Background: an optimization exercise with open tools, aiming at small area, a short achievable clock period and few clock cycles. Do not read the settings as production practice.
Where RTL was checked, it was by simulation tests only, not by an equivalence proof against the original.
No activity file was given, so power comes from the tool's default toggle rates.

==> flow/design.v (excerpt) <==
module matrix_mult_pipelined_10 #(parameter DATA_WIDTH = 8)(
    input clk,
    input rst,
    input in_valid,
    input [7:0] in_data,
    output reg in_ready,
    output reg out_valid,
    output reg [2*DATA_WIDTH-1:0] out_data
);
Settings: LEC_CHECK=0, CAP_MARGIN=20, CORE_MARGIN=2, CORE_UTILIZATION=65, CTS_CLUSTER_DIAMETER=100, CTS_CLUSTER_SIZE=30, PLACE_DENSITY=0.75, SLEW_MARGIN=20, SYNTH_HIERARCHICAL=1, SYNTH_MINIMUM_KEEP_SIZE=0; clock period 10.0 ns.
standard.sh (not shown) runs the stock make flow with config.mk's settings and CLKGATE_MAP_FILE= SYNTH_SCRIPT=/design/flow/synth_recipe.tcl, a recipe that flattens the netlist after the stock synthesis.
==> flow/flow/run.sh <==
#!/bin/bash
# Standard layout (the standard.sh: unchanged synthesis and steps), with
# repair_timing asked to keep a larger setup slack than the default, so the
# resizer also speeds up paths that already meet the 10 ns clock.
bash standard.sh SETUP_SLACK_MARGIN=7.0 finish > standard.log 2>&1
Testbench counts at the start, summed over its fixed seeds: cycles 10,440.
Rerun with:
--- a/flow/flow/run.sh
+++ b/flow/flow/run.sh
@@ -4,2 +4,2 @@
 # resizer also speeds up paths that already meet the 10 ns clock.
-bash standard.sh SETUP_SLACK_MARGIN=7.0 finish > standard.log 2>&1
+bash standard.sh SETUP_SLACK_MARGIN=6.5 finish > standard.log 2>&1
Routed wire length went down by 5.3%.
Cell count came out lower by 2.0%.
Sequential share of layout area is higher by 1.8 points.
Global-route usage fell by 1.4 points.
Final area decreases by 3.2%.
Synthesized area does not change.

========
Another version of the RTL of matrix_mult_pipelined_10 (not shown whole).
Size in the first run: about 2,100 flip-flops, roughly 29 I/O pins.
==> flow/design.v (excerpt) <==
module matrix_mult_pipelined_10 #(parameter DATA_WIDTH = 8)(
    input clk,
    input rst,
    input in_valid,
    input [7:0] in_data,
    output reg in_ready,
    output reg out_valid,
    output reg [2*DATA_WIDTH-1:0] out_data
);
export LEC_CHECK = 0
export CAP_MARGIN = 20
export CORE_MARGIN = 2
export CORE_UTILIZATION = 40
export PLACE_DENSITY = 0.6
export SLEW_MARGIN = 20
create_clock -name core_clock -period 10.0 [get_ports {clk}]
==> flow/flow/run.sh <==
#!/bin/bash
# Standard layout (the standard.sh, unchanged synthesis and steps), with
# repair_timing asked to keep a larger setup slack than the default, so the
# resizer also works on paths that already meet the 10 ns clock.
bash standard.sh SETUP_SLACK_MARGIN=6.5 finish > standard.log 2>&1
The first run ran to the end with no violations.
Rerun with:
==> flow/run.sh (new file) <==
#!/bin/bash
# synth_recipe.tcl (not shown) runs the flow's synth.tcl, then flattens the netlist and writes it again
# the make line also repeats each setting of config.mk as NAME=value (left out here)
make -C /OpenROAD-flow-scripts/flow DESIGN_CONFIG=/design/flow/config.mk WORK_HOME=/design/flow/orfs CLKGATE_MAP_FILE= SYNTH_SCRIPT=/design/flow/synth_recipe.tcl finish
removed: flow/flow/run.sh
removed: flow/standard.sh
Effect:
- The new run went through all stages and came out clean
- core utilization stays flat
- cell area stays flat
- flip-flop and latch count is unchanged
- worst hold slack gets worse by 0.017 ns
- clock-buffer cell count goes up by 8
- routed wire length drops by 0.36%
- cell count stays flat
- total power grows by 1.1%
- die area stays the same
- global-route usage decreases by 0.16 points
Function was not checked in any run of this note: the RTL went through the layout flow alone.

========
## the previous run
Another version of the RTL of matrix_mult_pipelined_10 (not shown whole).
Size: roughly 3800 cells after synthesis, ~1900 flip-flops.
==> flow/config.mk <==
export PLATFORM = sky130hd
export DESIGN_NAME = matrix_mult_pipelined_10
export DESIGN_NICKNAME = matrix_mult_pipelined_10
export VERILOG_FILES = /design/flow/design.v
export SDC_FILE = /design/flow/constraint.sdc
export NUM_CORES = 4
export LEC_CHECK = 0
export CAP_MARGIN = 20
export CORE_MARGIN = 2
export CORE_UTILIZATION = 65
export CTS_CLUSTER_DIAMETER = 100
export CTS_CLUSTER_SIZE = 30
export PLACE_DENSITY = 0.75
export SLEW_MARGIN = 20
export SYNTH_HIERARCHICAL = 1
export SYNTH_MINIMUM_KEEP_SIZE = 0
==> flow/constraint.sdc <==
create_clock -name core_clock -period 10.0 [get_ports {clk}]
set_input_delay 2.0000 -clock core_clock [delete_from_list [all_inputs] [get_ports {clk}]]
set_output_delay 2.0000 -clock core_clock [all_outputs]
set_load 0.01 [all_outputs]
==> flow/flow/run.sh <==
#!/bin/bash
# Standard layout (the standard.sh: unchanged synthesis and steps), with
# repair_timing asked to keep a larger setup slack than the default, so the
# resizer also speeds up paths that already meet the 10 ns clock.
bash standard.sh SETUP_SLACK_MARGIN=6.65 finish > standard.log 2>&1
The previous run reached the end of the flow, and the finished layout is clean on the timing, DRC and antenna checks.
## Diff of input files: the current run against the previous run
# the previous run
export LEC_CHECK = 0
export CAP_MARGIN = 20
export CORE_MARGIN = 2
export CORE_UTILIZATION = 65
export CTS_CLUSTER_DIAMETER = 100
export CTS_CLUSTER_SIZE = 30
export PLACE_DENSITY = 0.75
export SLEW_MARGIN = 20
export SYNTH_HIERARCHICAL = 1
export SYNTH_MINIMUM_KEEP_SIZE = 0
create_clock -name core_clock -period 10.0 [get_ports {clk}]
# the current run
export LEC_CHECK = 0
export CAP_MARGIN = 20
export CORE_MARGIN = 2
export CORE_UTILIZATION = 65
export CTS_CLUSTER_DIAMETER = 100
export CTS_CLUSTER_SIZE = 25
export PLACE_DENSITY = 0.75
export SLEW_MARGIN = 20
export SYNTH_HIERARCHICAL = 1
export SYNTH_MINIMUM_KEEP_SIZE = 0
create_clock -name core_clock -period 10.0 [get_ports {clk}]
--- outcome ---
- Going from the previous run to the current run, number of filler cells placed in the layout shrank by 0.66%; clock period minus final worst setup slack grew by 0.0046 ns.
- Comparing the previous run and the current run, the lower global-route wire length before repair was measured on the previous run.
- The worst hold slack of the current run is higher than that of the previous run.
- Setup WNS the previous run -> the current run: worse
Function was not checked in any run of this note: the RTL went through the layout flow alone.

re-timing with driven ports:
The flow's constraints put no driver on any port. The routed layouts listed below were extracted and timed again, unchanged, in two steps. Step 1 (the two cells are an assumption about what drives the block):
set clk [get_ports {clk}]
set_driving_cell -lib_cell sky130_fd_sc_hd__clkbuf_16 $clk
set_driving_cell -lib_cell sky130_fd_sc_hd__buf_2 [delete_from_list [all_inputs] $clk]
Step 2, shift: input delay + t, output delay - t, t = (earliest + latest rising clock arrival at the registers) / 2. This alone moves slack from input paths to output paths. Slacks: ideal / step 1 / step 2; pairs: ideal / step 1.
run	shift t [ns]	setup slack, ns	slew at the worst register clock pin (ns)
the first run of note 1	0.748	6.631 / 6.631 / 6.533	0.12 / 0.12
the second run of note 1	0.770	6.555 / 6.545 / 6.555	0.12 / 0.12
the first run of note 2	0.877	6.524 / 6.453 / 6.355	0.07 / 0.07
the second run of note 2	0.860	6.097 / 6.026 / 6.332	0.07 / 0.07
the previous run	0.736	6.539 / 6.539 / 5.921	0.12 / 0.12
the current run	0.758	6.534 / 6.534 / 5.990	0.10 / 0.10
After both steps setup and hold are still met in every run listed. The setup slack of the previous run, which loses most, moves by 0.000 ns with the drivers and by -0.618 ns with both steps.
